Background: an optimization exercise with open tools, aiming at small area and a short achievable clock period. Do not read the settings as production practice. Function was not checked in any run shown here: the RTL went through the layout flow alone.

==> flow/design.v (outline; a module is shown in full before it is edited, if it fits) <==
// module dff_define: 9 lines
// module line: 12 lines
// module counter: 17 lines
// module double_linebuffer: 22 lines
// module kernel: 27 lines
// module fp_mul: 1323 lines
// module fp_add: 112 lines
// module fp_add_relu: 112 lines
// module fp_add0: 99 lines
// module alu: 36 lines
// module conv2d: 19 lines
module conv2d (clk, reset, valid_in, data_in, kernel_in, load_kernel_done, data_out, valid_out, lf_done);
  // ...
==> flow/flow/run.sh <==
#!/bin/bash
# Own layout flow: the standard flow (standard.sh) on all steps, with timing
# repair allowed to resize cells across footprints and aimed at a tighter setup
# target than the 11 ns clock needs, so the achieved period is optimised.
# Each step's full log stays in orfs/logs/; make's own output goes to make.log.
set -euo pipefail
bash standard.sh MATCH_CELL_FOOTPRINT=0 SETUP_SLACK_MARGIN=7.4 finish > make.log 2>&1
==> flow/standard.sh <==
#!/bin/bash
# synth_recipe.tcl (not shown) runs the flow's synth.tcl, then flattens the netlist and writes it again
# the make line also repeats each setting of config.mk as NAME=value (left out here)
make -C /OpenROAD-flow-scripts/flow DESIGN_CONFIG=/design/flow/config.mk WORK_HOME=/design/flow/orfs CLKGATE_MAP_FILE= SYNTH_SCRIPT=/design/flow/synth_recipe.tcl "${@:-finish}"
==> flow/config.mk <==
export PLATFORM = sky130hd
export DESIGN_NAME = conv2d
export DESIGN_NICKNAME = conv2d
export VERILOG_FILES = /design/flow/design.v
export SDC_FILE = /design/flow/constraint.sdc
export NUM_CORES = 8
export LEC_CHECK = 0
export ABC_CLOCK_PERIOD_IN_PS = 3500
export CAP_MARGIN = 20
export CORE_MARGIN = 2
export CORE_UTILIZATION = 50
export PLACE_DENSITY = 0.62
export SETUP_SLACK_MARGIN = 5
export SLEW_MARGIN = 20
==> flow/constraint.sdc <==
create_clock -name core_clock -period 11.0 [get_ports {clk}]
set_input_delay 2.2000 -clock core_clock [delete_from_list [all_inputs] [get_ports {clk}]]
set_output_delay 2.2000 -clock core_clock [all_outputs]
set_load 0.01 [all_outputs]
==> results.txt, run 1 <==
- The flow ran to the end and the layout has no timing, DRC or antenna violations.
- Multi-input logic gates represent a cell area share of 0.493.
- The insertion delay to the later sink of the worst-skew pair is between 1 and 1.5 ns.
- Once detail routing completed, the nets flagged for antenna violations numbered 0.
- The share of synthesized registers carrying an async set or reset is 0.
- The tree built by TritonCTS fans out to 5495 sinks.
- The post-synthesis cell type count is 144.
- The share of post-route cells with drive strength above 1 is 0.218.
- The most used flip-flop cell after synthesis is sky130_fd_sc_hd__dfxtp_1.
- Of the available clock period, the critical path in the final layout requires 0.479.
- The clock transition time at the flip-flop clock pins of the worst setup and hold paths is about 0.06 ns.
- The total I/O pin count is about 100.
- STA classifies the critical path startpoint as a flip-flop.
- The number of antenna violations at the first check in global routing is 31.
- The number of core rows is slightly below 300.
- The largest registers in the layout are dblb.lb.stage.d.Q: 2080 flops, ker1.kw.d.Q: 256 flops.
- In the global route stage, met2 resource usage came out at 0.458.
- The synthesized-area fraction occupied by adder cells is 0.205.
- The sequential fraction of the synthesis area is 0.408.
- The core footprint is 654000 µm².
- The type of the tightest min-delay check is reg -> reg.
- Averaged over all synthesized cells, the footprint is approximately 11 µm².
- The CTS tree is built.
- The maximum number of buffers from clock root to sink is 4.
- The highest layer touched by signal routing is met5.
- The length of routed wiring on met1 is slightly above 400 mm.
- The largest fanout on the critical path is 5.
- The detailed-route vias per instance is approximately 6.0.
- The global routing usage summed across all routing layers is 0.298.
- The starting utilization of the core area is 0.502.
- The number of slew-limit violations in the final report came to 0.
- CTS placed an instance of sky130_fd_sc_hd__clkbuf_16 at the clock tree root.
- The endpoint kind of the worst setup timing path is a flip-flop.
- The largest individual stage delay along the critical path comes from the cell sky130_fd_sc_hd__fa_1.
- The final clock skew is between 0.06 and 0.07 ns.
- In the final layout, the multi-input gates occupy 195000 µm².
- Counting buffers and inverters, the worst setup path is 23 cells deep.
- The HPWL after detailed placement is between 600 and 700 mm.
- The multiplexer share of the synthesized area is 0.0341.
==> module fp_add, before the edit <==
module fp_add (clk, A, B, C);
input clk;
input [31:0] A, B;
output reg [31:0] C;
wire bz = ~|A & ~|B;
wire [7:0] ea = A[30:23], eb = B[30:23];
wire ege = ea >= eb;
wire agb = A[30:0] >= B[30:0];
wire [7:0] dab = ea - eb;
wire [7:0] dba = eb - ea;
wire [7:0] d = ege ? dab : dba;
wire [22:0] mL = agb ? A[22:0] : B[22:0];
wire [22:0] mS = agb ? B[22:0] : A[22:0];
wire [7:0] eL = ege ? ea : eb;
wire sL = agb ? A[31] : B[31];
wire sub = A[31] ^ B[31];
wire [23:0] al = ({1'b1, mS} >> d[4:0]) & {24{~(d[7] | d[6] | d[5] | (d[4] & d[3]))}};
reg [22:0] r_mL;
reg [24:0] r_al;
reg [7:0] r_e1;
reg [2:0] r_e1h;
reg r_s, r_sub, r_bz;
always @(posedge clk) begin
	r_mL <= mL;
	r_al <= {1'b0, al} ^ {25{sub}};
	r_e1 <= eL + 8'd1;
	r_e1h <= eL[7:5] + {2'd0, eL[4:0] == 5'd31} - 3'd1;
	r_s <= sL;
	r_sub <= sub;
	r_bz <= bz;
end
wire [25:0] mc = {2'b01, r_mL, 1'b1} + {r_al, r_sub};
wire [24:0] m = mc[25:1];
wire [7:0] e1 = r_e1;
wire [2:0] e1h = r_e1h;
wire s = r_s;
wire z = r_bz;
wire [31:0] n_lz_x = {m, 7'b1111111};
wire n_lz_v0_0 = n_lz_x[31] | n_lz_x[30];
wire n_lz_c0_0 = ~n_lz_x[31];
wire n_lz_v0_1 = n_lz_x[29] | n_lz_x[28];
wire n_lz_c0_1 = ~n_lz_x[29];
wire n_lz_v0_2 = n_lz_x[27] | n_lz_x[26];
wire n_lz_c0_2 = ~n_lz_x[27];
wire n_lz_v0_3 = n_lz_x[25] | n_lz_x[24];
wire n_lz_c0_3 = ~n_lz_x[25];
wire n_lz_v0_4 = n_lz_x[23] | n_lz_x[22];
wire n_lz_c0_4 = ~n_lz_x[23];
wire n_lz_v0_5 = n_lz_x[21] | n_lz_x[20];
wire n_lz_c0_5 = ~n_lz_x[21];
wire n_lz_v0_6 = n_lz_x[19] | n_lz_x[18];
wire n_lz_c0_6 = ~n_lz_x[19];
wire n_lz_v0_7 = n_lz_x[17] | n_lz_x[16];
wire n_lz_c0_7 = ~n_lz_x[17];
wire n_lz_v0_8 = n_lz_x[15] | n_lz_x[14];
wire n_lz_c0_8 = ~n_lz_x[15];
wire n_lz_v0_9 = n_lz_x[13] | n_lz_x[12];
wire n_lz_c0_9 = ~n_lz_x[13];
wire n_lz_v0_10 = n_lz_x[11] | n_lz_x[10];
wire n_lz_c0_10 = ~n_lz_x[11];
wire n_lz_v0_11 = n_lz_x[9] | n_lz_x[8];
wire n_lz_c0_11 = ~n_lz_x[9];
wire n_lz_v0_12 = n_lz_x[7] | n_lz_x[6];
wire n_lz_c0_12 = ~n_lz_x[7];
wire n_lz_v0_13 = n_lz_x[5] | n_lz_x[4];
wire n_lz_c0_13 = ~n_lz_x[5];
wire n_lz_v0_14 = n_lz_x[3] | n_lz_x[2];
wire n_lz_c0_14 = ~n_lz_x[3];
wire n_lz_v0_15 = n_lz_x[1] | n_lz_x[0];
wire n_lz_c0_15 = ~n_lz_x[1];
wire n_lz_v1_0 = n_lz_v0_0 | n_lz_v0_1;
wire [1:0] n_lz_c1_0 = n_lz_v0_0 ? {1'b0, n_lz_c0_0} : {1'b1, n_lz_c0_1};
wire n_lz_v1_1 = n_lz_v0_2 | n_lz_v0_3;
wire [1:0] n_lz_c1_1 = n_lz_v0_2 ? {1'b0, n_lz_c0_2} : {1'b1, n_lz_c0_3};
wire n_lz_v1_2 = n_lz_v0_4 | n_lz_v0_5;
wire [1:0] n_lz_c1_2 = n_lz_v0_4 ? {1'b0, n_lz_c0_4} : {1'b1, n_lz_c0_5};
wire n_lz_v1_3 = n_lz_v0_6 | n_lz_v0_7;
wire [1:0] n_lz_c1_3 = n_lz_v0_6 ? {1'b0, n_lz_c0_6} : {1'b1, n_lz_c0_7};
wire n_lz_v1_4 = n_lz_v0_8 | n_lz_v0_9;
wire [1:0] n_lz_c1_4 = n_lz_v0_8 ? {1'b0, n_lz_c0_8} : {1'b1, n_lz_c0_9};
wire n_lz_v1_5 = n_lz_v0_10 | n_lz_v0_11;
wire [1:0] n_lz_c1_5 = n_lz_v0_10 ? {1'b0, n_lz_c0_10} : {1'b1, n_lz_c0_11};
wire n_lz_v1_6 = n_lz_v0_12 | n_lz_v0_13;
wire [1:0] n_lz_c1_6 = n_lz_v0_12 ? {1'b0, n_lz_c0_12} : {1'b1, n_lz_c0_13};
wire n_lz_v1_7 = n_lz_v0_14 | n_lz_v0_15;
wire [1:0] n_lz_c1_7 = n_lz_v0_14 ? {1'b0, n_lz_c0_14} : {1'b1, n_lz_c0_15};
wire n_lz_v2_0 = n_lz_v1_0 | n_lz_v1_1;
wire [2:0] n_lz_c2_0 = n_lz_v1_0 ? {1'b0, n_lz_c1_0} : {1'b1, n_lz_c1_1};
wire n_lz_v2_1 = n_lz_v1_2 | n_lz_v1_3;
wire [2:0] n_lz_c2_1 = n_lz_v1_2 ? {1'b0, n_lz_c1_2} : {1'b1, n_lz_c1_3};
wire n_lz_v2_2 = n_lz_v1_4 | n_lz_v1_5;
wire [2:0] n_lz_c2_2 = n_lz_v1_4 ? {1'b0, n_lz_c1_4} : {1'b1, n_lz_c1_5};
wire n_lz_v2_3 = n_lz_v1_6 | n_lz_v1_7;
wire [2:0] n_lz_c2_3 = n_lz_v1_6 ? {1'b0, n_lz_c1_6} : {1'b1, n_lz_c1_7};
wire n_lz_v3_0 = n_lz_v2_0 | n_lz_v2_1;
wire [3:0] n_lz_c3_0 = n_lz_v2_0 ? {1'b0, n_lz_c2_0} : {1'b1, n_lz_c2_1};
wire n_lz_v3_1 = n_lz_v2_2 | n_lz_v2_3;
wire [3:0] n_lz_c3_1 = n_lz_v2_2 ? {1'b0, n_lz_c2_2} : {1'b1, n_lz_c2_3};
wire n_lz_v4_0 = n_lz_v3_0 | n_lz_v3_1;
wire [4:0] n_lz_c4_0 = n_lz_v3_0 ? {1'b0, n_lz_c3_0} : {1'b1, n_lz_c3_1};
wire [4:0] n_lz = n_lz_c4_0;
wire [24:0] n_sh4 = n_lz[4] ? {m[8:0], 16'd0} : m;
wire [24:0] n_sh3 = n_lz[3] ? {n_sh4[16:0], 8'd0} : n_sh4;
wire [24:0] n_sh2 = n_lz[2] ? {n_sh3[20:0], 4'd0} : n_sh3;
wire [24:0] n_sh1 = n_lz[1] ? {n_sh2[22:0], 2'd0} : n_sh2;
wire [24:0] n_sh0 = n_lz[0] ? {n_sh1[23:0], 1'd0} : n_sh1;
wire [5:0] n_El = {1'b0, e1[4:0]} - {1'b0, n_lz};
wire [7:0] n_E = {n_El[5] ? e1h : e1[7:5], n_El[4:0]};
wire n_mz = ~|m;
wire [31:0] R = (z | n_mz) ? 32'd0 : {s, n_E, n_sh0[23:1]};
always @(posedge clk) C <= R;
endmodule
==> module fp_add_relu, before the edit <==
module fp_add_relu (clk, A, B, C);
input clk;
input [31:0] A, B;
output reg [31:0] C;
wire bz = ~|A & ~|B;
wire [7:0] ea = A[30:23], eb = B[30:23];
wire ege = ea >= eb;
wire agb = A[30:0] >= B[30:0];
wire [7:0] dab = ea - eb;
wire [7:0] dba = eb - ea;
wire [7:0] d = ege ? dab : dba;
wire [22:0] mL = agb ? A[22:0] : B[22:0];
wire [22:0] mS = agb ? B[22:0] : A[22:0];
wire [7:0] eL = ege ? ea : eb;
wire sL = agb ? A[31] : B[31];
wire sub = A[31] ^ B[31];
wire [23:0] al = ({1'b1, mS} >> d[4:0]) & {24{~(d[7] | d[6] | d[5] | (d[4] & d[3]))}};
reg [22:0] r_mL;
reg [24:0] r_al;
reg [7:0] r_e1;
reg [2:0] r_e1h;
reg r_s, r_sub, r_bz;
always @(posedge clk) begin
	r_mL <= mL;
	r_al <= {1'b0, al} ^ {25{sub}};
	r_e1 <= eL + 8'd1;
	r_e1h <= eL[7:5] + {2'd0, eL[4:0] == 5'd31} - 3'd1;
	r_s <= sL;
	r_sub <= sub;
	r_bz <= bz;
end
wire [25:0] mc = {2'b01, r_mL, 1'b1} + {r_al, r_sub};
wire [24:0] m = mc[25:1];
wire [7:0] e1 = r_e1;
wire [2:0] e1h = r_e1h;
wire s = r_s;
wire z = r_bz;
wire [31:0] n_lz_x = {m, 7'b1111111};
wire n_lz_v0_0 = n_lz_x[31] | n_lz_x[30];
wire n_lz_c0_0 = ~n_lz_x[31];
wire n_lz_v0_1 = n_lz_x[29] | n_lz_x[28];
wire n_lz_c0_1 = ~n_lz_x[29];
wire n_lz_v0_2 = n_lz_x[27] | n_lz_x[26];
wire n_lz_c0_2 = ~n_lz_x[27];
wire n_lz_v0_3 = n_lz_x[25] | n_lz_x[24];
wire n_lz_c0_3 = ~n_lz_x[25];
wire n_lz_v0_4 = n_lz_x[23] | n_lz_x[22];
wire n_lz_c0_4 = ~n_lz_x[23];
wire n_lz_v0_5 = n_lz_x[21] | n_lz_x[20];
wire n_lz_c0_5 = ~n_lz_x[21];
wire n_lz_v0_6 = n_lz_x[19] | n_lz_x[18];
wire n_lz_c0_6 = ~n_lz_x[19];
wire n_lz_v0_7 = n_lz_x[17] | n_lz_x[16];
wire n_lz_c0_7 = ~n_lz_x[17];
wire n_lz_v0_8 = n_lz_x[15] | n_lz_x[14];
wire n_lz_c0_8 = ~n_lz_x[15];
wire n_lz_v0_9 = n_lz_x[13] | n_lz_x[12];
wire n_lz_c0_9 = ~n_lz_x[13];
wire n_lz_v0_10 = n_lz_x[11] | n_lz_x[10];
wire n_lz_c0_10 = ~n_lz_x[11];
wire n_lz_v0_11 = n_lz_x[9] | n_lz_x[8];
wire n_lz_c0_11 = ~n_lz_x[9];
wire n_lz_v0_12 = n_lz_x[7] | n_lz_x[6];
wire n_lz_c0_12 = ~n_lz_x[7];
wire n_lz_v0_13 = n_lz_x[5] | n_lz_x[4];
wire n_lz_c0_13 = ~n_lz_x[5];
wire n_lz_v0_14 = n_lz_x[3] | n_lz_x[2];
wire n_lz_c0_14 = ~n_lz_x[3];
wire n_lz_v0_15 = n_lz_x[1] | n_lz_x[0];
wire n_lz_c0_15 = ~n_lz_x[1];
wire n_lz_v1_0 = n_lz_v0_0 | n_lz_v0_1;
wire [1:0] n_lz_c1_0 = n_lz_v0_0 ? {1'b0, n_lz_c0_0} : {1'b1, n_lz_c0_1};
wire n_lz_v1_1 = n_lz_v0_2 | n_lz_v0_3;
wire [1:0] n_lz_c1_1 = n_lz_v0_2 ? {1'b0, n_lz_c0_2} : {1'b1, n_lz_c0_3};
wire n_lz_v1_2 = n_lz_v0_4 | n_lz_v0_5;
wire [1:0] n_lz_c1_2 = n_lz_v0_4 ? {1'b0, n_lz_c0_4} : {1'b1, n_lz_c0_5};
wire n_lz_v1_3 = n_lz_v0_6 | n_lz_v0_7;
wire [1:0] n_lz_c1_3 = n_lz_v0_6 ? {1'b0, n_lz_c0_6} : {1'b1, n_lz_c0_7};
wire n_lz_v1_4 = n_lz_v0_8 | n_lz_v0_9;
wire [1:0] n_lz_c1_4 = n_lz_v0_8 ? {1'b0, n_lz_c0_8} : {1'b1, n_lz_c0_9};
wire n_lz_v1_5 = n_lz_v0_10 | n_lz_v0_11;
wire [1:0] n_lz_c1_5 = n_lz_v0_10 ? {1'b0, n_lz_c0_10} : {1'b1, n_lz_c0_11};
wire n_lz_v1_6 = n_lz_v0_12 | n_lz_v0_13;
wire [1:0] n_lz_c1_6 = n_lz_v0_12 ? {1'b0, n_lz_c0_12} : {1'b1, n_lz_c0_13};
wire n_lz_v1_7 = n_lz_v0_14 | n_lz_v0_15;
wire [1:0] n_lz_c1_7 = n_lz_v0_14 ? {1'b0, n_lz_c0_14} : {1'b1, n_lz_c0_15};
wire n_lz_v2_0 = n_lz_v1_0 | n_lz_v1_1;
wire [2:0] n_lz_c2_0 = n_lz_v1_0 ? {1'b0, n_lz_c1_0} : {1'b1, n_lz_c1_1};
wire n_lz_v2_1 = n_lz_v1_2 | n_lz_v1_3;
wire [2:0] n_lz_c2_1 = n_lz_v1_2 ? {1'b0, n_lz_c1_2} : {1'b1, n_lz_c1_3};
wire n_lz_v2_2 = n_lz_v1_4 | n_lz_v1_5;
wire [2:0] n_lz_c2_2 = n_lz_v1_4 ? {1'b0, n_lz_c1_4} : {1'b1, n_lz_c1_5};
wire n_lz_v2_3 = n_lz_v1_6 | n_lz_v1_7;
wire [2:0] n_lz_c2_3 = n_lz_v1_6 ? {1'b0, n_lz_c1_6} : {1'b1, n_lz_c1_7};
wire n_lz_v3_0 = n_lz_v2_0 | n_lz_v2_1;
wire [3:0] n_lz_c3_0 = n_lz_v2_0 ? {1'b0, n_lz_c2_0} : {1'b1, n_lz_c2_1};
wire n_lz_v3_1 = n_lz_v2_2 | n_lz_v2_3;
wire [3:0] n_lz_c3_1 = n_lz_v2_2 ? {1'b0, n_lz_c2_2} : {1'b1, n_lz_c2_3};
wire n_lz_v4_0 = n_lz_v3_0 | n_lz_v3_1;
wire [4:0] n_lz_c4_0 = n_lz_v3_0 ? {1'b0, n_lz_c3_0} : {1'b1, n_lz_c3_1};
wire [4:0] n_lz = n_lz_c4_0;
wire [24:0] n_sh4 = n_lz[4] ? {m[8:0], 16'd0} : m;
wire [24:0] n_sh3 = n_lz[3] ? {n_sh4[16:0], 8'd0} : n_sh4;
wire [24:0] n_sh2 = n_lz[2] ? {n_sh3[20:0], 4'd0} : n_sh3;
wire [24:0] n_sh1 = n_lz[1] ? {n_sh2[22:0], 2'd0} : n_sh2;
wire [24:0] n_sh0 = n_lz[0] ? {n_sh1[23:0], 1'd0} : n_sh1;
wire [5:0] n_El = {1'b0, e1[4:0]} - {1'b0, n_lz};
wire [7:0] n_E = {n_El[5] ? e1h : e1[7:5], n_El[4:0]};
wire n_mz = ~|m;
wire [31:0] R = (z | n_mz) ? 32'd0 : {s, n_E, n_sh0[23:1]};
always @(posedge clk) C <= R[31] ? 32'd0 : R;
endmodule
==> module fp_add0, before the edit <==
module fp_add0 (clk, A, C);
input clk;
input [31:0] A;
output reg [31:0] C;
wire [7:0] ea = A[30:23];
wire [23:0] mb = (ea < 8'd24) ? (24'h800000 >> ea[4:0]) : 24'd0;
wire [25:0] mmc = {2'b01, A[22:0], 1'b1} + {{1'b0, mb} ^ {25{A[31]}}, A[31]};
wire [24:0] mm = mmc[25:1];
reg [24:0] r_m;
reg [7:0] r_e1;
reg [2:0] r_e1h;
reg r_s, r_z;
always @(posedge clk) begin
	r_m <= mm;
	r_e1 <= ea + 8'd1;
	r_e1h <= ea[7:5] + {2'd0, ea[4:0] == 5'd31} - 3'd1;
	r_s <= A[31];
	r_z <= ~|A;
end
wire [24:0] m = r_m;
wire [7:0] e1 = r_e1;
wire [2:0] e1h = r_e1h;
wire s = r_s;
wire z = r_z;
wire [31:0] n_lz_x = {m, 7'b1111111};
wire n_lz_v0_0 = n_lz_x[31] | n_lz_x[30];
wire n_lz_c0_0 = ~n_lz_x[31];
wire n_lz_v0_1 = n_lz_x[29] | n_lz_x[28];
wire n_lz_c0_1 = ~n_lz_x[29];
wire n_lz_v0_2 = n_lz_x[27] | n_lz_x[26];
wire n_lz_c0_2 = ~n_lz_x[27];
wire n_lz_v0_3 = n_lz_x[25] | n_lz_x[24];
wire n_lz_c0_3 = ~n_lz_x[25];
wire n_lz_v0_4 = n_lz_x[23] | n_lz_x[22];
wire n_lz_c0_4 = ~n_lz_x[23];
wire n_lz_v0_5 = n_lz_x[21] | n_lz_x[20];
wire n_lz_c0_5 = ~n_lz_x[21];
wire n_lz_v0_6 = n_lz_x[19] | n_lz_x[18];
wire n_lz_c0_6 = ~n_lz_x[19];
wire n_lz_v0_7 = n_lz_x[17] | n_lz_x[16];
wire n_lz_c0_7 = ~n_lz_x[17];
wire n_lz_v0_8 = n_lz_x[15] | n_lz_x[14];
wire n_lz_c0_8 = ~n_lz_x[15];
wire n_lz_v0_9 = n_lz_x[13] | n_lz_x[12];
wire n_lz_c0_9 = ~n_lz_x[13];
wire n_lz_v0_10 = n_lz_x[11] | n_lz_x[10];
wire n_lz_c0_10 = ~n_lz_x[11];
wire n_lz_v0_11 = n_lz_x[9] | n_lz_x[8];
wire n_lz_c0_11 = ~n_lz_x[9];
wire n_lz_v0_12 = n_lz_x[7] | n_lz_x[6];
wire n_lz_c0_12 = ~n_lz_x[7];
wire n_lz_v0_13 = n_lz_x[5] | n_lz_x[4];
wire n_lz_c0_13 = ~n_lz_x[5];
wire n_lz_v0_14 = n_lz_x[3] | n_lz_x[2];
wire n_lz_c0_14 = ~n_lz_x[3];
wire n_lz_v0_15 = n_lz_x[1] | n_lz_x[0];
wire n_lz_c0_15 = ~n_lz_x[1];
wire n_lz_v1_0 = n_lz_v0_0 | n_lz_v0_1;
wire [1:0] n_lz_c1_0 = n_lz_v0_0 ? {1'b0, n_lz_c0_0} : {1'b1, n_lz_c0_1};
wire n_lz_v1_1 = n_lz_v0_2 | n_lz_v0_3;
wire [1:0] n_lz_c1_1 = n_lz_v0_2 ? {1'b0, n_lz_c0_2} : {1'b1, n_lz_c0_3};
wire n_lz_v1_2 = n_lz_v0_4 | n_lz_v0_5;
wire [1:0] n_lz_c1_2 = n_lz_v0_4 ? {1'b0, n_lz_c0_4} : {1'b1, n_lz_c0_5};
wire n_lz_v1_3 = n_lz_v0_6 | n_lz_v0_7;
wire [1:0] n_lz_c1_3 = n_lz_v0_6 ? {1'b0, n_lz_c0_6} : {1'b1, n_lz_c0_7};
wire n_lz_v1_4 = n_lz_v0_8 | n_lz_v0_9;
wire [1:0] n_lz_c1_4 = n_lz_v0_8 ? {1'b0, n_lz_c0_8} : {1'b1, n_lz_c0_9};
wire n_lz_v1_5 = n_lz_v0_10 | n_lz_v0_11;
wire [1:0] n_lz_c1_5 = n_lz_v0_10 ? {1'b0, n_lz_c0_10} : {1'b1, n_lz_c0_11};
wire n_lz_v1_6 = n_lz_v0_12 | n_lz_v0_13;
wire [1:0] n_lz_c1_6 = n_lz_v0_12 ? {1'b0, n_lz_c0_12} : {1'b1, n_lz_c0_13};
wire n_lz_v1_7 = n_lz_v0_14 | n_lz_v0_15;
wire [1:0] n_lz_c1_7 = n_lz_v0_14 ? {1'b0, n_lz_c0_14} : {1'b1, n_lz_c0_15};
wire n_lz_v2_0 = n_lz_v1_0 | n_lz_v1_1;
wire [2:0] n_lz_c2_0 = n_lz_v1_0 ? {1'b0, n_lz_c1_0} : {1'b1, n_lz_c1_1};
wire n_lz_v2_1 = n_lz_v1_2 | n_lz_v1_3;
wire [2:0] n_lz_c2_1 = n_lz_v1_2 ? {1'b0, n_lz_c1_2} : {1'b1, n_lz_c1_3};
wire n_lz_v2_2 = n_lz_v1_4 | n_lz_v1_5;
wire [2:0] n_lz_c2_2 = n_lz_v1_4 ? {1'b0, n_lz_c1_4} : {1'b1, n_lz_c1_5};
wire n_lz_v2_3 = n_lz_v1_6 | n_lz_v1_7;
wire [2:0] n_lz_c2_3 = n_lz_v1_6 ? {1'b0, n_lz_c1_6} : {1'b1, n_lz_c1_7};
wire n_lz_v3_0 = n_lz_v2_0 | n_lz_v2_1;
wire [3:0] n_lz_c3_0 = n_lz_v2_0 ? {1'b0, n_lz_c2_0} : {1'b1, n_lz_c2_1};
wire n_lz_v3_1 = n_lz_v2_2 | n_lz_v2_3;
wire [3:0] n_lz_c3_1 = n_lz_v2_2 ? {1'b0, n_lz_c2_2} : {1'b1, n_lz_c2_3};
wire n_lz_v4_0 = n_lz_v3_0 | n_lz_v3_1;
wire [4:0] n_lz_c4_0 = n_lz_v3_0 ? {1'b0, n_lz_c3_0} : {1'b1, n_lz_c3_1};
wire [4:0] n_lz = n_lz_c4_0;
wire [24:0] n_sh4 = n_lz[4] ? {m[8:0], 16'd0} : m;
wire [24:0] n_sh3 = n_lz[3] ? {n_sh4[16:0], 8'd0} : n_sh4;
wire [24:0] n_sh2 = n_lz[2] ? {n_sh3[20:0], 4'd0} : n_sh3;
wire [24:0] n_sh1 = n_lz[1] ? {n_sh2[22:0], 2'd0} : n_sh2;
wire [24:0] n_sh0 = n_lz[0] ? {n_sh1[23:0], 1'd0} : n_sh1;
wire [5:0] n_El = {1'b0, e1[4:0]} - {1'b0, n_lz};
wire [7:0] n_E = {n_El[5] ? e1h : e1[7:5], n_El[4:0]};
wire n_mz = ~|m;
wire [31:0] R = (z | n_mz) ? 32'd0 : {s, n_E, n_sh0[23:1]};
always @(posedge clk) C <= R;
endmodule
==> module alu, before the edit <==
module alu (clk, reset, enable, w1, w2, w3, w4, w5, w6, w7, w8, w9, k, out, valid_out);
input clk, reset, enable;
input [31:0] w1, w2, w3, w4, w5, w6, w7, w8, w9;
input [32*9-1:0] k;
output [31:0] out;
output valid_out;
localparam LAT = 10;
reg [LAT-1:0] v;
always @(posedge clk) begin
	if (~reset) v <= {LAT{1'b0}};
	else v <= {v[LAT-2:0], enable};
end
assign valid_out = v[LAT-1];
wire [31:0] p1, p2, p3, p4, p5, p6, p7, p8, p9;
wire [31:0] a1, a2, a3, a4, a5, x1, x2, x3, x4, x5;
fp_mul mul1(.clk(clk), .k(k[32*0+31:32*0]), .w(w1), .p(p1));
fp_mul mul2(.clk(clk), .k(k[32*1+31:32*1]), .w(w2), .p(p2));
fp_mul mul3(.clk(clk), .k(k[32*2+31:32*2]), .w(w3), .p(p3));
fp_mul mul4(.clk(clk), .k(k[32*3+31:32*3]), .w(w4), .p(p4));
fp_mul mul5(.clk(clk), .k(k[32*4+31:32*4]), .w(w5), .p(p5));
fp_mul mul6(.clk(clk), .k(k[32*5+31:32*5]), .w(w6), .p(p6));
fp_mul mul7(.clk(clk), .k(k[32*6+31:32*6]), .w(w7), .p(p7));
fp_mul mul8(.clk(clk), .k(k[32*7+31:32*7]), .w(w8), .p(p8));
fp_mul mul9(.clk(clk), .k(k[32*8+31:32*8]), .w(w9), .p(p9));
fp_add add1(.clk(clk), .A(p1), .B(p2), .C(a1));
fp_add add2(.clk(clk), .A(p3), .B(p4), .C(a2));
fp_add add3(.clk(clk), .A(p5), .B(p6), .C(a3));
fp_add add4(.clk(clk), .A(p7), .B(p8), .C(a4));
fp_add0 add5(.clk(clk), .A(p9), .C(a5));
fp_add add6(.clk(clk), .A(a1), .B(a2), .C(x1));
fp_add add7(.clk(clk), .A(a3), .B(a4), .C(x2));
fp_add0 add8(.clk(clk), .A(a5), .C(x3));
fp_add add9(.clk(clk), .A(x1), .B(x2), .C(x4));
fp_add0 add10(.clk(clk), .A(x3), .C(x5));
fp_add_relu add11(.clk(clk), .A(x4), .B(x5), .C(out));
endmodule
==> run 2: changes to the inputs <==
--- a/flow/design.v
+++ b/flow/design.v
@@ -88,7 +88,7 @@
 module fp_mul (clk, k, w, p);
 input clk;
 input [31:0] k, w;
-output reg [31:0] p;
+output reg [33:0] p;
 wire z = ~|k[30:0] | ~|w[30:0];
 wire sg = k[31] ^ w[31];
 wire [7:0] e0 = k[30:23] + w[30:23] - 8'd127;
@@ -861,7 +861,7 @@
 wire t_t417 = 1'b1 ^ x[20];
 wire t_t418 = 1'b1 & x[20];
 reg r_z, r_s;
-reg [7:0] r_e0, r_e1;
+reg [7:0] r_e0;
 reg c0_0;
 reg c0_1;
 reg c1_2;
@@ -1044,7 +1044,6 @@
 	r_z <= z;
 	r_s <= sg;
 	r_e0 <= e0;
-	r_e1 <= e0 + 8'd1;
 	c0_0 <= neg0;
 	c0_1 <= pp0_0;
 	c1_2 <= pp0_1;
@@ -1406,46 +1405,179 @@
 wire [47:0] rb = {u_t176, u_t174, u_t172, u_t170, u_t168, u_t166, u_t164, u_t162, u_t160, u_t158, u_t156, u_t154, u_t152, u_t150, u_t148, u_t146, u_t144, u_t142, u_t140, u_t138, u_t136, u_t134, u_t132, u_t130, u_t128, u_t126, u_t124, u_t122, u_t120, u_t118, u_t116, u_t114, u_t112, u_t110, u_t108, u_t106, u_t104, u_t102, u_t100, u_t98, u_t96, u_t94, u_t92, u_t90, u_t88, c2_5, 1'b0, c0_1};
 wire [47:0] m = ra + rb;
 always @(posedge clk)
-	p <= r_z ? 32'd0 : {r_s, m[47] ? r_e1 : r_e0, m[47] ? m[46:24] : m[45:23]};
+	p <= r_z ? 34'd0 : {r_s, r_e0, m[47:23]};
+endmodule
+module fp_add_p (clk, A, B, C);
+input clk;
+input [33:0] A, B;
+output reg [31:0] C;
+wire [7:0] a_e0 = A[32:25];
+wire [7:0] a_e1 = a_e0 + 8'd1;
+wire [31:0] a = {A[33], A[24] ? a_e1 : a_e0, A[24] ? A[23:1] : A[22:0]};
+wire [7:0] b_e0 = B[32:25];
+wire [7:0] b_e1 = b_e0 + 8'd1;
+wire [31:0] b = {B[33], B[24] ? b_e1 : b_e0, B[24] ? B[23:1] : B[22:0]};
+wire bz = ~|a & ~|b;
+wire [7:0] ea = a[30:23], eb = b[30:23];
+wire ege = ea >= eb;
+wire agb = a[30:0] >= b[30:0];
+wire [7:0] dab = ea - eb;
+wire [7:0] dba = eb - ea;
+wire [7:0] d = ege ? dab : dba;
+wire [22:0] mL = agb ? a[22:0] : b[22:0];
+wire [22:0] mS = agb ? b[22:0] : a[22:0];
+wire [7:0] eL = ege ? ea : eb;
+wire sL = agb ? a[31] : b[31];
+wire big = d[7] | d[6] | d[5] | (d[4] & d[3]);
+wire [23:0] s16 = d[4] ? {16'd0, 1'b1, mS[22:16]} : {1'b1, mS};
+wire [23:0] s8 = big ? 24'd0 : d[3] ? {8'd0, s16[23:8]} : s16;
+reg [22:0] r_mL;
+reg [23:0] r_s8;
+reg [2:0] r_d;
+reg [7:0] r_e;
+reg r_s, r_sub, r_bz;
+always @(posedge clk) begin
+	r_mL <= mL;
+	r_s8 <= s8;
+	r_d <= d[2:0];
+	r_e <= eL;
+	r_s <= sL;
+	r_sub <= a[31] ^ b[31];
+	r_bz <= bz;
+end
+wire [23:0] al = r_s8 >> r_d;
+wire [25:0] mc = {2'b01, r_mL, 1'b1} + {{1'b0, al} ^ {25{r_sub}}, r_sub};
+reg [24:0] r_m;
+reg [7:0] r_e1;
+reg r_s2, r_z2;
+always @(posedge clk) begin
+	r_m <= mc[25:1];
+	r_e1 <= r_e + 8'd1;
+	r_s2 <= r_s;
+	r_z2 <= r_bz;
+end
+wire [31:0] n_lz_x = {r_m, 7'b1111111};
+wire n_lz_v0_0 = n_lz_x[31] | n_lz_x[30];
+wire n_lz_c0_0 = ~n_lz_x[31];
+wire n_lz_v0_1 = n_lz_x[29] | n_lz_x[28];
+wire n_lz_c0_1 = ~n_lz_x[29];
+wire n_lz_v0_2 = n_lz_x[27] | n_lz_x[26];
+wire n_lz_c0_2 = ~n_lz_x[27];
+wire n_lz_v0_3 = n_lz_x[25] | n_lz_x[24];
+wire n_lz_c0_3 = ~n_lz_x[25];
+wire n_lz_v0_4 = n_lz_x[23] | n_lz_x[22];
+wire n_lz_c0_4 = ~n_lz_x[23];
+wire n_lz_v0_5 = n_lz_x[21] | n_lz_x[20];
+wire n_lz_c0_5 = ~n_lz_x[21];
+wire n_lz_v0_6 = n_lz_x[19] | n_lz_x[18];
+wire n_lz_c0_6 = ~n_lz_x[19];
+wire n_lz_v0_7 = n_lz_x[17] | n_lz_x[16];
+wire n_lz_c0_7 = ~n_lz_x[17];
+wire n_lz_v0_8 = n_lz_x[15] | n_lz_x[14];
+wire n_lz_c0_8 = ~n_lz_x[15];
+wire n_lz_v0_9 = n_lz_x[13] | n_lz_x[12];
+wire n_lz_c0_9 = ~n_lz_x[13];
+wire n_lz_v0_10 = n_lz_x[11] | n_lz_x[10];
+wire n_lz_c0_10 = ~n_lz_x[11];
+wire n_lz_v0_11 = n_lz_x[9] | n_lz_x[8];
+wire n_lz_c0_11 = ~n_lz_x[9];
+wire n_lz_v0_12 = n_lz_x[7] | n_lz_x[6];
+wire n_lz_c0_12 = ~n_lz_x[7];
+wire n_lz_v0_13 = n_lz_x[5] | n_lz_x[4];
+wire n_lz_c0_13 = ~n_lz_x[5];
+wire n_lz_v0_14 = n_lz_x[3] | n_lz_x[2];
+wire n_lz_c0_14 = ~n_lz_x[3];
+wire n_lz_v0_15 = n_lz_x[1] | n_lz_x[0];
+wire n_lz_c0_15 = ~n_lz_x[1];
+wire n_lz_v1_0 = n_lz_v0_0 | n_lz_v0_1;
+wire [1:0] n_lz_c1_0 = n_lz_v0_0 ? {1'b0, n_lz_c0_0} : {1'b1, n_lz_c0_1};
+wire n_lz_v1_1 = n_lz_v0_2 | n_lz_v0_3;
+wire [1:0] n_lz_c1_1 = n_lz_v0_2 ? {1'b0, n_lz_c0_2} : {1'b1, n_lz_c0_3};
+wire n_lz_v1_2 = n_lz_v0_4 | n_lz_v0_5;
+wire [1:0] n_lz_c1_2 = n_lz_v0_4 ? {1'b0, n_lz_c0_4} : {1'b1, n_lz_c0_5};
+wire n_lz_v1_3 = n_lz_v0_6 | n_lz_v0_7;
+wire [1:0] n_lz_c1_3 = n_lz_v0_6 ? {1'b0, n_lz_c0_6} : {1'b1, n_lz_c0_7};
+wire n_lz_v1_4 = n_lz_v0_8 | n_lz_v0_9;
+wire [1:0] n_lz_c1_4 = n_lz_v0_8 ? {1'b0, n_lz_c0_8} : {1'b1, n_lz_c0_9};
+wire n_lz_v1_5 = n_lz_v0_10 | n_lz_v0_11;
+wire [1:0] n_lz_c1_5 = n_lz_v0_10 ? {1'b0, n_lz_c0_10} : {1'b1, n_lz_c0_11};
+wire n_lz_v1_6 = n_lz_v0_12 | n_lz_v0_13;
+wire [1:0] n_lz_c1_6 = n_lz_v0_12 ? {1'b0, n_lz_c0_12} : {1'b1, n_lz_c0_13};
+wire n_lz_v1_7 = n_lz_v0_14 | n_lz_v0_15;
+wire [1:0] n_lz_c1_7 = n_lz_v0_14 ? {1'b0, n_lz_c0_14} : {1'b1, n_lz_c0_15};
+wire n_lz_v2_0 = n_lz_v1_0 | n_lz_v1_1;
+wire [2:0] n_lz_c2_0 = n_lz_v1_0 ? {1'b0, n_lz_c1_0} : {1'b1, n_lz_c1_1};
+wire n_lz_v2_1 = n_lz_v1_2 | n_lz_v1_3;
+wire [2:0] n_lz_c2_1 = n_lz_v1_2 ? {1'b0, n_lz_c1_2} : {1'b1, n_lz_c1_3};
+wire n_lz_v2_2 = n_lz_v1_4 | n_lz_v1_5;
+wire [2:0] n_lz_c2_2 = n_lz_v1_4 ? {1'b0, n_lz_c1_4} : {1'b1, n_lz_c1_5};
+wire n_lz_v2_3 = n_lz_v1_6 | n_lz_v1_7;
+wire [2:0] n_lz_c2_3 = n_lz_v1_6 ? {1'b0, n_lz_c1_6} : {1'b1, n_lz_c1_7};
+wire n_lz_v3_0 = n_lz_v2_0 | n_lz_v2_1;
+wire [3:0] n_lz_c3_0 = n_lz_v2_0 ? {1'b0, n_lz_c2_0} : {1'b1, n_lz_c2_1};
+wire n_lz_v3_1 = n_lz_v2_2 | n_lz_v2_3;
+wire [3:0] n_lz_c3_1 = n_lz_v2_2 ? {1'b0, n_lz_c2_2} : {1'b1, n_lz_c2_3};
+wire n_lz_v4_0 = n_lz_v3_0 | n_lz_v3_1;
+wire [4:0] n_lz_c4_0 = n_lz_v3_0 ? {1'b0, n_lz_c3_0} : {1'b1, n_lz_c3_1};
+wire [4:0] n_lz = n_lz_c4_0;
+wire [24:0] n_sh4 = n_lz[4] ? {r_m[8:0], 16'd0} : r_m;
+wire [24:0] n_sh3 = n_lz[3] ? {n_sh4[16:0], 8'd0} : n_sh4;
+wire [24:0] n_sh2 = n_lz[2] ? {n_sh3[20:0], 4'd0} : n_sh3;
+wire [24:0] n_sh1 = n_lz[1] ? {n_sh2[22:0], 2'd0} : n_sh2;
+wire [24:0] n_sh0 = n_lz[0] ? {n_sh1[23:0], 1'd0} : n_sh1;
+wire [5:0] n_El = {1'b0, r_e1[4:0]} - {1'b0, n_lz};
+wire [2:0] n_Eh = r_e1[7:5] - 3'd1;
+wire [7:0] n_E = {n_El[5] ? n_Eh : r_e1[7:5], n_El[4:0]};
+wire n_mz = ~|r_m;
+wire [31:0] R = (r_z2 | n_mz) ? 32'd0 : {r_s2, n_E, n_sh0[23:1]};
+always @(posedge clk) C <= R;
 endmodule
 module fp_add (clk, A, B, C);
 input clk;
 input [31:0] A, B;
 output reg [31:0] C;
-wire bz = ~|A & ~|B;
-wire [7:0] ea = A[30:23], eb = B[30:23];
+wire [31:0] a = A;
+wire [31:0] b = B;
+wire bz = ~|a & ~|b;
+wire [7:0] ea = a[30:23], eb = b[30:23];
 wire ege = ea >= eb;
-wire agb = A[30:0] >= B[30:0];
+wire agb = a[30:0] >= b[30:0];
 wire [7:0] dab = ea - eb;
 wire [7:0] dba = eb - ea;
 wire [7:0] d = ege ? dab : dba;
-wire [22:0] mL = agb ? A[22:0] : B[22:0];
-wire [22:0] mS = agb ? B[22:0] : A[22:0];
+wire [22:0] mL = agb ? a[22:0] : b[22:0];
+wire [22:0] mS = agb ? b[22:0] : a[22:0];
 wire [7:0] eL = ege ? ea : eb;
-wire sL = agb ? A[31] : B[31];
-wire sub = A[31] ^ B[31];
-wire [23:0] al = ({1'b1, mS} >> d[4:0]) & {24{~(d[7] | d[6] | d[5] | (d[4] & d[3]))}};
+wire sL = agb ? a[31] : b[31];
+wire big = d[7] | d[6] | d[5] | (d[4] & d[3]);
+wire [23:0] s16 = d[4] ? {16'd0, 1'b1, mS[22:16]} : {1'b1, mS};
+wire [23:0] s8 = big ? 24'd0 : d[3] ? {8'd0, s16[23:8]} : s16;
 reg [22:0] r_mL;
-reg [24:0] r_al;
-reg [7:0] r_e1;
-reg [2:0] r_e1h;
+reg [23:0] r_s8;
+reg [2:0] r_d;
+reg [7:0] r_e;
 reg r_s, r_sub, r_bz;
 always @(posedge clk) begin
 	r_mL <= mL;
-	r_al <= {1'b0, al} ^ {25{sub}};
-	r_e1 <= eL + 8'd1;
-	r_e1h <= eL[7:5] + {2'd0, eL[4:0] == 5'd31} - 3'd1;
+	r_s8 <= s8;
+	r_d <= d[2:0];
+	r_e <= eL;
 	r_s <= sL;
-	r_sub <= sub;
+	r_sub <= a[31] ^ b[31];
 	r_bz <= bz;
 end
-wire [25:0] mc = {2'b01, r_mL, 1'b1} + {r_al, r_sub};
-wire [24:0] m = mc[25:1];
-wire [7:0] e1 = r_e1;
-wire [2:0] e1h = r_e1h;
-wire s = r_s;
-wire z = r_bz;
-wire [31:0] n_lz_x = {m, 7'b1111111};
+wire [23:0] al = r_s8 >> r_d;
+wire [25:0] mc = {2'b01, r_mL, 1'b1} + {{1'b0, al} ^ {25{r_sub}}, r_sub};
+reg [24:0] r_m;
+reg [7:0] r_e1;
+reg r_s2, r_z2;
+always @(posedge clk) begin
+	r_m <= mc[25:1];
+	r_e1 <= r_e + 8'd1;
+	r_s2 <= r_s;
+	r_z2 <= r_bz;
+end
+wire [31:0] n_lz_x = {r_m, 7'b1111111};
 wire n_lz_v0_0 = n_lz_x[31] | n_lz_x[30];
 wire n_lz_c0_0 = ~n_lz_x[31];
 wire n_lz_v0_1 = n_lz_x[29] | n_lz_x[28];
@@ -1509,55 +1641,64 @@
 wire n_lz_v4_0 = n_lz_v3_0 | n_lz_v3_1;
 wire [4:0] n_lz_c4_0 = n_lz_v3_0 ? {1'b0, n_lz_c3_0} : {1'b1, n_lz_c3_1};
 wire [4:0] n_lz = n_lz_c4_0;
-wire [24:0] n_sh4 = n_lz[4] ? {m[8:0], 16'd0} : m;
+wire [24:0] n_sh4 = n_lz[4] ? {r_m[8:0], 16'd0} : r_m;
 wire [24:0] n_sh3 = n_lz[3] ? {n_sh4[16:0], 8'd0} : n_sh4;
 wire [24:0] n_sh2 = n_lz[2] ? {n_sh3[20:0], 4'd0} : n_sh3;
 wire [24:0] n_sh1 = n_lz[1] ? {n_sh2[22:0], 2'd0} : n_sh2;
 wire [24:0] n_sh0 = n_lz[0] ? {n_sh1[23:0], 1'd0} : n_sh1;
-wire [5:0] n_El = {1'b0, e1[4:0]} - {1'b0, n_lz};
-wire [7:0] n_E = {n_El[5] ? e1h : e1[7:5], n_El[4:0]};
-wire n_mz = ~|m;
-wire [31:0] R = (z | n_mz) ? 32'd0 : {s, n_E, n_sh0[23:1]};
+wire [5:0] n_El = {1'b0, r_e1[4:0]} - {1'b0, n_lz};
+wire [2:0] n_Eh = r_e1[7:5] - 3'd1;
+wire [7:0] n_E = {n_El[5] ? n_Eh : r_e1[7:5], n_El[4:0]};
+wire n_mz = ~|r_m;
+wire [31:0] R = (r_z2 | n_mz) ? 32'd0 : {r_s2, n_E, n_sh0[23:1]};
 always @(posedge clk) C <= R;
 endmodule
 module fp_add_relu (clk, A, B, C);
 input clk;
 input [31:0] A, B;
 output reg [31:0] C;
-wire bz = ~|A & ~|B;
-wire [7:0] ea = A[30:23], eb = B[30:23];
+wire [31:0] a = A;
+wire [31:0] b = B;
+wire bz = ~|a & ~|b;
+wire [7:0] ea = a[30:23], eb = b[30:23];
 wire ege = ea >= eb;
-wire agb = A[30:0] >= B[30:0];
+wire agb = a[30:0] >= b[30:0];
 wire [7:0] dab = ea - eb;
 wire [7:0] dba = eb - ea;
 wire [7:0] d = ege ? dab : dba;
-wire [22:0] mL = agb ? A[22:0] : B[22:0];
-wire [22:0] mS = agb ? B[22:0] : A[22:0];
+wire [22:0] mL = agb ? a[22:0] : b[22:0];
+wire [22:0] mS = agb ? b[22:0] : a[22:0];
 wire [7:0] eL = ege ? ea : eb;
-wire sL = agb ? A[31] : B[31];
-wire sub = A[31] ^ B[31];
-wire [23:0] al = ({1'b1, mS} >> d[4:0]) & {24{~(d[7] | d[6] | d[5] | (d[4] & d[3]))}};
+wire sL = agb ? a[31] : b[31];
+wire big = d[7] | d[6] | d[5] | (d[4] & d[3]);
+wire [23:0] s16 = d[4] ? {16'd0, 1'b1, mS[22:16]} : {1'b1, mS};
+wire [23:0] s8 = big ? 24'd0 : d[3] ? {8'd0, s16[23:8]} : s16;
 reg [22:0] r_mL;
-reg [24:0] r_al;
-reg [7:0] r_e1;
-reg [2:0] r_e1h;
+reg [23:0] r_s8;
+reg [2:0] r_d;
+reg [7:0] r_e;
 reg r_s, r_sub, r_bz;
 always @(posedge clk) begin
 	r_mL <= mL;
-	r_al <= {1'b0, al} ^ {25{sub}};
-	r_e1 <= eL + 8'd1;
-	r_e1h <= eL[7:5] + {2'd0, eL[4:0] == 5'd31} - 3'd1;
+	r_s8 <= s8;
+	r_d <= d[2:0];
+	r_e <= eL;
 	r_s <= sL;
-	r_sub <= sub;
+	r_sub <= a[31] ^ b[31];
 	r_bz <= bz;
 end
-wire [25:0] mc = {2'b01, r_mL, 1'b1} + {r_al, r_sub};
-wire [24:0] m = mc[25:1];
-wire [7:0] e1 = r_e1;
-wire [2:0] e1h = r_e1h;
-wire s = r_s;
-wire z = r_bz;
-wire [31:0] n_lz_x = {m, 7'b1111111};
+wire [23:0] al = r_s8 >> r_d;
+wire [25:0] mc = {2'b01, r_mL, 1'b1} + {{1'b0, al} ^ {25{r_sub}}, r_sub};
+reg [24:0] r_m;
+reg [7:0] r_e1;
+reg r_s2, r_z2;
+always @(posedge clk) begin
+	r_m <= mc[25:1];
+	r_e1 <= r_e + 8'd1;
+	r_s2 <= r_s;
+	r_z2 <= r_bz;
+end
+wire [31:0] n_lz_x = {r_m, 7'b1111111};
 wire n_lz_v0_0 = n_lz_x[31] | n_lz_x[30];
 wire n_lz_c0_0 = ~n_lz_x[31];
 wire n_lz_v0_1 = n_lz_x[29] | n_lz_x[28];
@@ -1621,42 +1762,133 @@
 wire n_lz_v4_0 = n_lz_v3_0 | n_lz_v3_1;
 wire [4:0] n_lz_c4_0 = n_lz_v3_0 ? {1'b0, n_lz_c3_0} : {1'b1, n_lz_c3_1};
 wire [4:0] n_lz = n_lz_c4_0;
-wire [24:0] n_sh4 = n_lz[4] ? {m[8:0], 16'd0} : m;
+wire [24:0] n_sh4 = n_lz[4] ? {r_m[8:0], 16'd0} : r_m;
 wire [24:0] n_sh3 = n_lz[3] ? {n_sh4[16:0], 8'd0} : n_sh4;
 wire [24:0] n_sh2 = n_lz[2] ? {n_sh3[20:0], 4'd0} : n_sh3;
 wire [24:0] n_sh1 = n_lz[1] ? {n_sh2[22:0], 2'd0} : n_sh2;
 wire [24:0] n_sh0 = n_lz[0] ? {n_sh1[23:0], 1'd0} : n_sh1;
-wire [5:0] n_El = {1'b0, e1[4:0]} - {1'b0, n_lz};
-wire [7:0] n_E = {n_El[5] ? e1h : e1[7:5], n_El[4:0]};
-wire n_mz = ~|m;
-wire [31:0] R = (z | n_mz) ? 32'd0 : {s, n_E, n_sh0[23:1]};
+wire [5:0] n_El = {1'b0, r_e1[4:0]} - {1'b0, n_lz};
+wire [2:0] n_Eh = r_e1[7:5] - 3'd1;
+wire [7:0] n_E = {n_El[5] ? n_Eh : r_e1[7:5], n_El[4:0]};
+wire n_mz = ~|r_m;
+wire [31:0] R = (r_z2 | n_mz) ? 32'd0 : {r_s2, n_E, n_sh0[23:1]};
 always @(posedge clk) C <= R[31] ? 32'd0 : R;
 endmodule
+module fp_add0_p (clk, A, C);
+input clk;
+input [33:0] A;
+output reg [31:0] C;
+wire [7:0] a_e0 = A[32:25];
+wire [7:0] a_e1 = a_e0 + 8'd1;
+wire [31:0] a = {A[33], A[24] ? a_e1 : a_e0, A[24] ? A[23:1] : A[22:0]};
+wire [7:0] ea = a[30:23];
+wire [23:0] mb = (ea < 8'd24) ? (24'h800000 >> ea[4:0]) : 24'd0;
+wire [25:0] mc = {2'b01, a[22:0], 1'b1} + {{1'b0, mb} ^ {25{a[31]}}, a[31]};
+reg [24:0] r_m;
+reg [7:0] r_e1;
+reg r_s, r_z;
+always @(posedge clk) begin
+	r_m <= mc[25:1];
+	r_e1 <= ea + 8'd1;
+	r_s <= a[31];
+	r_z <= ~|a;
+end
+wire [31:0] n_lz_x = {r_m, 7'b1111111};
+wire n_lz_v0_0 = n_lz_x[31] | n_lz_x[30];
+wire n_lz_c0_0 = ~n_lz_x[31];
+wire n_lz_v0_1 = n_lz_x[29] | n_lz_x[28];
+wire n_lz_c0_1 = ~n_lz_x[29];
+wire n_lz_v0_2 = n_lz_x[27] | n_lz_x[26];
+wire n_lz_c0_2 = ~n_lz_x[27];
+wire n_lz_v0_3 = n_lz_x[25] | n_lz_x[24];
+wire n_lz_c0_3 = ~n_lz_x[25];
+wire n_lz_v0_4 = n_lz_x[23] | n_lz_x[22];
+wire n_lz_c0_4 = ~n_lz_x[23];
+wire n_lz_v0_5 = n_lz_x[21] | n_lz_x[20];
+wire n_lz_c0_5 = ~n_lz_x[21];
+wire n_lz_v0_6 = n_lz_x[19] | n_lz_x[18];
+wire n_lz_c0_6 = ~n_lz_x[19];
+wire n_lz_v0_7 = n_lz_x[17] | n_lz_x[16];
+wire n_lz_c0_7 = ~n_lz_x[17];
+wire n_lz_v0_8 = n_lz_x[15] | n_lz_x[14];
+wire n_lz_c0_8 = ~n_lz_x[15];
+wire n_lz_v0_9 = n_lz_x[13] | n_lz_x[12];
+wire n_lz_c0_9 = ~n_lz_x[13];
+wire n_lz_v0_10 = n_lz_x[11] | n_lz_x[10];
+wire n_lz_c0_10 = ~n_lz_x[11];
+wire n_lz_v0_11 = n_lz_x[9] | n_lz_x[8];
+wire n_lz_c0_11 = ~n_lz_x[9];
+wire n_lz_v0_12 = n_lz_x[7] | n_lz_x[6];
+wire n_lz_c0_12 = ~n_lz_x[7];
+wire n_lz_v0_13 = n_lz_x[5] | n_lz_x[4];
+wire n_lz_c0_13 = ~n_lz_x[5];
+wire n_lz_v0_14 = n_lz_x[3] | n_lz_x[2];
+wire n_lz_c0_14 = ~n_lz_x[3];
+wire n_lz_v0_15 = n_lz_x[1] | n_lz_x[0];
+wire n_lz_c0_15 = ~n_lz_x[1];
+wire n_lz_v1_0 = n_lz_v0_0 | n_lz_v0_1;
+wire [1:0] n_lz_c1_0 = n_lz_v0_0 ? {1'b0, n_lz_c0_0} : {1'b1, n_lz_c0_1};
+wire n_lz_v1_1 = n_lz_v0_2 | n_lz_v0_3;
+wire [1:0] n_lz_c1_1 = n_lz_v0_2 ? {1'b0, n_lz_c0_2} : {1'b1, n_lz_c0_3};
+wire n_lz_v1_2 = n_lz_v0_4 | n_lz_v0_5;
+wire [1:0] n_lz_c1_2 = n_lz_v0_4 ? {1'b0, n_lz_c0_4} : {1'b1, n_lz_c0_5};
+wire n_lz_v1_3 = n_lz_v0_6 | n_lz_v0_7;
+wire [1:0] n_lz_c1_3 = n_lz_v0_6 ? {1'b0, n_lz_c0_6} : {1'b1, n_lz_c0_7};
+wire n_lz_v1_4 = n_lz_v0_8 | n_lz_v0_9;
+wire [1:0] n_lz_c1_4 = n_lz_v0_8 ? {1'b0, n_lz_c0_8} : {1'b1, n_lz_c0_9};
+wire n_lz_v1_5 = n_lz_v0_10 | n_lz_v0_11;
+wire [1:0] n_lz_c1_5 = n_lz_v0_10 ? {1'b0, n_lz_c0_10} : {1'b1, n_lz_c0_11};
+wire n_lz_v1_6 = n_lz_v0_12 | n_lz_v0_13;
+wire [1:0] n_lz_c1_6 = n_lz_v0_12 ? {1'b0, n_lz_c0_12} : {1'b1, n_lz_c0_13};
+wire n_lz_v1_7 = n_lz_v0_14 | n_lz_v0_15;
+wire [1:0] n_lz_c1_7 = n_lz_v0_14 ? {1'b0, n_lz_c0_14} : {1'b1, n_lz_c0_15};
+wire n_lz_v2_0 = n_lz_v1_0 | n_lz_v1_1;
+wire [2:0] n_lz_c2_0 = n_lz_v1_0 ? {1'b0, n_lz_c1_0} : {1'b1, n_lz_c1_1};
+wire n_lz_v2_1 = n_lz_v1_2 | n_lz_v1_3;
+wire [2:0] n_lz_c2_1 = n_lz_v1_2 ? {1'b0, n_lz_c1_2} : {1'b1, n_lz_c1_3};
+wire n_lz_v2_2 = n_lz_v1_4 | n_lz_v1_5;
+wire [2:0] n_lz_c2_2 = n_lz_v1_4 ? {1'b0, n_lz_c1_4} : {1'b1, n_lz_c1_5};
+wire n_lz_v2_3 = n_lz_v1_6 | n_lz_v1_7;
+wire [2:0] n_lz_c2_3 = n_lz_v1_6 ? {1'b0, n_lz_c1_6} : {1'b1, n_lz_c1_7};
+wire n_lz_v3_0 = n_lz_v2_0 | n_lz_v2_1;
+wire [3:0] n_lz_c3_0 = n_lz_v2_0 ? {1'b0, n_lz_c2_0} : {1'b1, n_lz_c2_1};
+wire n_lz_v3_1 = n_lz_v2_2 | n_lz_v2_3;
+wire [3:0] n_lz_c3_1 = n_lz_v2_2 ? {1'b0, n_lz_c2_2} : {1'b1, n_lz_c2_3};
+wire n_lz_v4_0 = n_lz_v3_0 | n_lz_v3_1;
+wire [4:0] n_lz_c4_0 = n_lz_v3_0 ? {1'b0, n_lz_c3_0} : {1'b1, n_lz_c3_1};
+wire [4:0] n_lz = n_lz_c4_0;
+wire [24:0] n_sh4 = n_lz[4] ? {r_m[8:0], 16'd0} : r_m;
+wire [24:0] n_sh3 = n_lz[3] ? {n_sh4[16:0], 8'd0} : n_sh4;
+wire [24:0] n_sh2 = n_lz[2] ? {n_sh3[20:0], 4'd0} : n_sh3;
+wire [24:0] n_sh1 = n_lz[1] ? {n_sh2[22:0], 2'd0} : n_sh2;
+wire [24:0] n_sh0 = n_lz[0] ? {n_sh1[23:0], 1'd0} : n_sh1;
+wire [5:0] n_El = {1'b0, r_e1[4:0]} - {1'b0, n_lz};
+wire [2:0] n_Eh = r_e1[7:5] - 3'd1;
+wire [7:0] n_E = {n_El[5] ? n_Eh : r_e1[7:5], n_El[4:0]};
+wire n_mz = ~|r_m;
+wire [31:0] R = (r_z | n_mz) ? 32'd0 : {r_s, n_E, n_sh0[23:1]};
+reg [31:0] r_c;
+always @(posedge clk) r_c <= R;
+always @(posedge clk) C <= r_c;
+endmodule
 module fp_add0 (clk, A, C);
 input clk;
 input [31:0] A;
 output reg [31:0] C;
-wire [7:0] ea = A[30:23];
+wire [31:0] a = A;
+wire [7:0] ea = a[30:23];
 wire [23:0] mb = (ea < 8'd24) ? (24'h800000 >> ea[4:0]) : 24'd0;
-wire [25:0] mmc = {2'b01, A[22:0], 1'b1} + {{1'b0, mb} ^ {25{A[31]}}, A[31]};
-wire [24:0] mm = mmc[25:1];
+wire [25:0] mc = {2'b01, a[22:0], 1'b1} + {{1'b0, mb} ^ {25{a[31]}}, a[31]};
 reg [24:0] r_m;
 reg [7:0] r_e1;
-reg [2:0] r_e1h;
 reg r_s, r_z;
 always @(posedge clk) begin
-	r_m <= mm;
+	r_m <= mc[25:1];
 	r_e1 <= ea + 8'd1;
-	r_e1h <= ea[7:5] + {2'd0, ea[4:0] == 5'd31} - 3'd1;
-	r_s <= A[31];
-	r_z <= ~|A;
+	r_s <= a[31];
+	r_z <= ~|a;
 end
-wire [24:0] m = r_m;
-wire [7:0] e1 = r_e1;
-wire [2:0] e1h = r_e1h;
-wire s = r_s;
-wire z = r_z;
-wire [31:0] n_lz_x = {m, 7'b1111111};
+wire [31:0] n_lz_x = {r_m, 7'b1111111};
 wire n_lz_v0_0 = n_lz_x[31] | n_lz_x[30];
 wire n_lz_c0_0 = ~n_lz_x[31];
 wire n_lz_v0_1 = n_lz_x[29] | n_lz_x[28];
@@ -1720,16 +1952,19 @@
 wire n_lz_v4_0 = n_lz_v3_0 | n_lz_v3_1;
 wire [4:0] n_lz_c4_0 = n_lz_v3_0 ? {1'b0, n_lz_c3_0} : {1'b1, n_lz_c3_1};
 wire [4:0] n_lz = n_lz_c4_0;
-wire [24:0] n_sh4 = n_lz[4] ? {m[8:0], 16'd0} : m;
+wire [24:0] n_sh4 = n_lz[4] ? {r_m[8:0], 16'd0} : r_m;
 wire [24:0] n_sh3 = n_lz[3] ? {n_sh4[16:0], 8'd0} : n_sh4;
 wire [24:0] n_sh2 = n_lz[2] ? {n_sh3[20:0], 4'd0} : n_sh3;
 wire [24:0] n_sh1 = n_lz[1] ? {n_sh2[22:0], 2'd0} : n_sh2;
 wire [24:0] n_sh0 = n_lz[0] ? {n_sh1[23:0], 1'd0} : n_sh1;
-wire [5:0] n_El = {1'b0, e1[4:0]} - {1'b0, n_lz};
-wire [7:0] n_E = {n_El[5] ? e1h : e1[7:5], n_El[4:0]};
-wire n_mz = ~|m;
-wire [31:0] R = (z | n_mz) ? 32'd0 : {s, n_E, n_sh0[23:1]};
-always @(posedge clk) C <= R;
+wire [5:0] n_El = {1'b0, r_e1[4:0]} - {1'b0, n_lz};
+wire [2:0] n_Eh = r_e1[7:5] - 3'd1;
+wire [7:0] n_E = {n_El[5] ? n_Eh : r_e1[7:5], n_El[4:0]};
+wire n_mz = ~|r_m;
+wire [31:0] R = (r_z | n_mz) ? 32'd0 : {r_s, n_E, n_sh0[23:1]};
+reg [31:0] r_c;
+always @(posedge clk) r_c <= R;
+always @(posedge clk) C <= r_c;
 endmodule
 module alu (clk, reset, enable, w1, w2, w3, w4, w5, w6, w7, w8, w9, k, out, valid_out);
 input clk, reset, enable;
@@ -1737,14 +1972,14 @@
 input [32*9-1:0] k;
 output [31:0] out;
 output valid_out;
-localparam LAT = 10;
+localparam LAT = 14;
 reg [LAT-1:0] v;
 always @(posedge clk) begin
 	if (~reset) v <= {LAT{1'b0}};
 	else v <= {v[LAT-2:0], enable};
 end
 assign valid_out = v[LAT-1];
-wire [31:0] p1, p2, p3, p4, p5, p6, p7, p8, p9;
+wire [33:0] p1, p2, p3, p4, p5, p6, p7, p8, p9;
 wire [31:0] a1, a2, a3, a4, a5, x1, x2, x3, x4, x5;
 fp_mul mul1(.clk(clk), .k(k[32*0+31:32*0]), .w(w1), .p(p1));
 fp_mul mul2(.clk(clk), .k(k[32*1+31:32*1]), .w(w2), .p(p2));
@@ -1755,11 +1990,11 @@
 fp_mul mul7(.clk(clk), .k(k[32*6+31:32*6]), .w(w7), .p(p7));
 fp_mul mul8(.clk(clk), .k(k[32*7+31:32*7]), .w(w8), .p(p8));
 fp_mul mul9(.clk(clk), .k(k[32*8+31:32*8]), .w(w9), .p(p9));
-fp_add add1(.clk(clk), .A(p1), .B(p2), .C(a1));
-fp_add add2(.clk(clk), .A(p3), .B(p4), .C(a2));
-fp_add add3(.clk(clk), .A(p5), .B(p6), .C(a3));
-fp_add add4(.clk(clk), .A(p7), .B(p8), .C(a4));
-fp_add0 add5(.clk(clk), .A(p9), .C(a5));
+fp_add_p add1(.clk(clk), .A(p1), .B(p2), .C(a1));
+fp_add_p add2(.clk(clk), .A(p3), .B(p4), .C(a2));
+fp_add_p add3(.clk(clk), .A(p5), .B(p6), .C(a3));
+fp_add_p add4(.clk(clk), .A(p7), .B(p8), .C(a4));
+fp_add0_p add5(.clk(clk), .A(p9), .C(a5));
 fp_add add6(.clk(clk), .A(a1), .B(a2), .C(x1));
 fp_add add7(.clk(clk), .A(a3), .B(a4), .C(x2));
 fp_add0 add8(.clk(clk), .A(a5), .C(x3));
==> flow/run.sh (new file) <==
#!/bin/bash
# synth_recipe.tcl (not shown) runs the flow's synth.tcl, then flattens the netlist and writes it again
# the make line also repeats each setting of config.mk as NAME=value (left out here)
make -C /OpenROAD-flow-scripts/flow DESIGN_CONFIG=/design/flow/config.mk WORK_HOME=/design/flow/orfs CLKGATE_MAP_FILE= SYNTH_SCRIPT=/design/flow/synth_recipe.tcl finish
--- a/flow/config.mk
+++ b/flow/config.mk
@@ -5,7 +5,7 @@
 export SDC_FILE = /design/flow/constraint.sdc
 export NUM_CORES = 8
 export LEC_CHECK = 0
-export ABC_CLOCK_PERIOD_IN_PS = 3500
+export ABC_AREA = 1
 export CAP_MARGIN = 20
 export CORE_MARGIN = 2
 export CORE_UTILIZATION = 50
removed: flow/flow/run.sh
removed: flow/standard.sh
==> run 2 against run 1 <==
Area after synthesis grew 4.4%. Worst setup slack better by 0.19 ns. Critical path depth shrank 2. Highest routed layer unchanged. Global-route usage increased by 0.98 points. First-iteration DRC count shrank 2.2%. Via count is 7.2% higher. Die area up 4.4%. Count of clock-buffer cells in the layout rose by 14.
==> results.txt, run 2 <==
- The number of slew-limit violations in the final report is 0 (unchanged).
- Registers with the most flip-flops: dblb.lb.stage.d.Q: 2080 flops, ker1.kw.d.Q: 256 flops (unchanged).
- The number of antenna violations at the first check in global routing came to 59 (was 31).
- The CTS tree is built (unchanged).
- The category of the worst setup path launch point is a flip-flop (unchanged).
- The starting utilization of the core area came to 0.501 (was 0.502).
- The share of the clock period used by the worst path after layout was 0.462 (was 0.479).
- The type of the tightest min-delay check is reg -> reg (unchanged).
- The sequential fraction of the synthesis area is 0.410 (was 0.408).
- Run status: timing/DRC/antenna clean (unchanged).
- The post-route antenna net violation count was 0 (unchanged).
- The core footprint is 684000 µm² (was 654000 µm²).
- The share of post-route cells with drive strength above 1 was 0.0583 (was 0.218).
- The clock root buffer master is sky130_fd_sc_hd__clkbuf_16 (unchanged).
- The endpoint kind of the worst setup timing path is a flip-flop (unchanged).
- The post-synthesis average cell area is 9.50 µm² (was 10.9 µm²).
- The post-synthesis cell type count came to 74 (was 144).
- The half-perimeter wire length after detailed placement is 797 mm (was 651 mm).
- The number of sinks on the clock net came to 5812 (was 5495).
- The global routing usage summed across all routing layers came to 0.308 (was 0.298).
- The share of synthesized registers carrying an async set or reset is 0 (unchanged).
==> run 2: cell count changes after synthesis, moves of 1690 or more <==
cell and change:
sky130_fd_sc_hd__inv_1 +1690, sky130_fd_sc_hd__nand2_1 +3806, sky130_fd_sc_hd__xnor2_1 -2804, sky130_fd_sc_hd__a22oi_1 -2238, sky130_fd_sc_hd__o22ai_1 +2269, sky130_fd_sc_hd__xor2_1 +2794
==> run 2: worst max-delay path, stage by stage (launching register included) <==
cell and delay, ns:
sky130_fd_sc_hd__dfxtp_1 0.30, sky130_fd_sc_hd__buf_4 0.37, sky130_fd_sc_hd__nand2_1 0.09, sky130_fd_sc_hd__nor3_1 0.26, sky130_fd_sc_hd__nand3_1 0.18, sky130_fd_sc_hd__xor2_1 0.34
sky130_fd_sc_hd__inv_1 0.09, sky130_fd_sc_hd__ha_1 0.44, sky130_fd_sc_hd__nand2_2 0.12, sky130_fd_sc_hd__nor2_2 0.16, sky130_fd_sc_hd__inv_1 0.05, sky130_fd_sc_hd__nor2_1 0.15
sky130_fd_sc_hd__nor2_1 0.08, sky130_fd_sc_hd__nand2_2 0.33, sky130_fd_sc_hd__nand2_1 0.12, sky130_fd_sc_hd__nand2_1 0.74, sky130_fd_sc_hd__inv_2 0.26, sky130_fd_sc_hd__nand2_2 0.15
sky130_fd_sc_hd__nand3_4 0.17, sky130_fd_sc_hd__inv_2 0.26, sky130_fd_sc_hd__nand2_1 0.08, sky130_fd_sc_hd__nor2_1 0.12
==> run 2: kinds of logic (layout without fill, tap and decap cells) <==
family	count (synthesis)	count (layout)	synth area share
fa+ha+maj	3939	3939	0.195
mux	98	98	0.00286
buf+inv	6131	6358	0.0686
simple gates	9823	9823	0.121
xor+xnor	3467	3467	0.0886
other cells	1	61	0.0000109
flops	5812	5812	0.410
compound gates	6787	6787	0.114
==> run 2: cell type report <==
| class | instances | area [µm²] |
|---|---|---|
| antenna | 60 | 150 |
| fill | 61100 | 309000 |
| clock buffer | 818 | 17600 |
| sequential | 5812 | 140000 |
| timing repair buffer | 571 | 4670 |
| clock inverter | 352 | 4240 |
| tap | 9027 | 11300 |
| multi-input combinational | 24100 | 179000 |
| inverter | 4617 | 17300 |
==> run 2: worst min path at each step <==
stage                       from              end  slack, ns
2_1_floorplan      alu1.add1.r_s   alu1.add1.r_s2       0.31
3_3_place_gp       alu1.add4.r_s   alu1.add4.r_s2       0.31
3_5_place_dp       alu1.add6.r_s   alu1.add6.r_s2       0.31
4_1_cts        alu1.add10.r_c[1]  alu1.add10.C[1]       0.32
5_1_grt        alu1.add8.r_c[28]  alu1.add8.C[28]       0.32
6_report       alu1.add8.r_c[15]  alu1.add8.C[15]       0.32
==> run 2: per-layer routing <==
| metal | GRT usage | wire (µm) | part of all wire | up-vias |
|---|---|---|---|---|
| li1 | - | - | - | 119000 |
| met1 | 0.401 | 441000 | 0.41 | 125000 |
| met2 | 0.487 | 485000 | 0.45 | 12500 |
| met3 | 0.0691 | 99900 | 0.092 | 3278 |
| met4 | 0.146 | 62600 | 0.057 | 28 |
| met5 | 0 | 180 | 0.00017 | - |
==> run 2: stage by stage <==
stage	worst slack (ns)	area, µm²
detailed placement	6.10	353000
CTS	5.95	375000
finish	5.92	375000
floorplan	-4.25	343000
global route	5.46	375000
global placement	5.99	353000

## what the ideal ports hide
The flow's constraints put no driver on any port. The routed layouts listed below were extracted and timed again, unchanged, in two steps. Step 1 (the two cells are an assumption about what drives the block):
set clk [get_ports {clk}]
set_driving_cell -lib_cell sky130_fd_sc_hd__clkbuf_16 $clk
set_driving_cell -lib_cell sky130_fd_sc_hd__buf_2 [delete_from_list [all_inputs] $clk]
Step 2, shift: input delay + t, output delay - t, t = (earliest + latest rising clock arrival at the registers) / 2. This alone moves slack from input paths to output paths. Three values: ideal ports, drivers, drivers and shift; two values: the first two.
run	t, ns	slack for setup (ns)	worst setup path at the end	pins driven straight from the clock port
run 1	1.263	5.730 / 5.730 / 5.730	register to register	1
run 2	1.269	5.920 / 5.920 / 5.920	register to register	1
After both steps setup and hold are still met in every run listed.
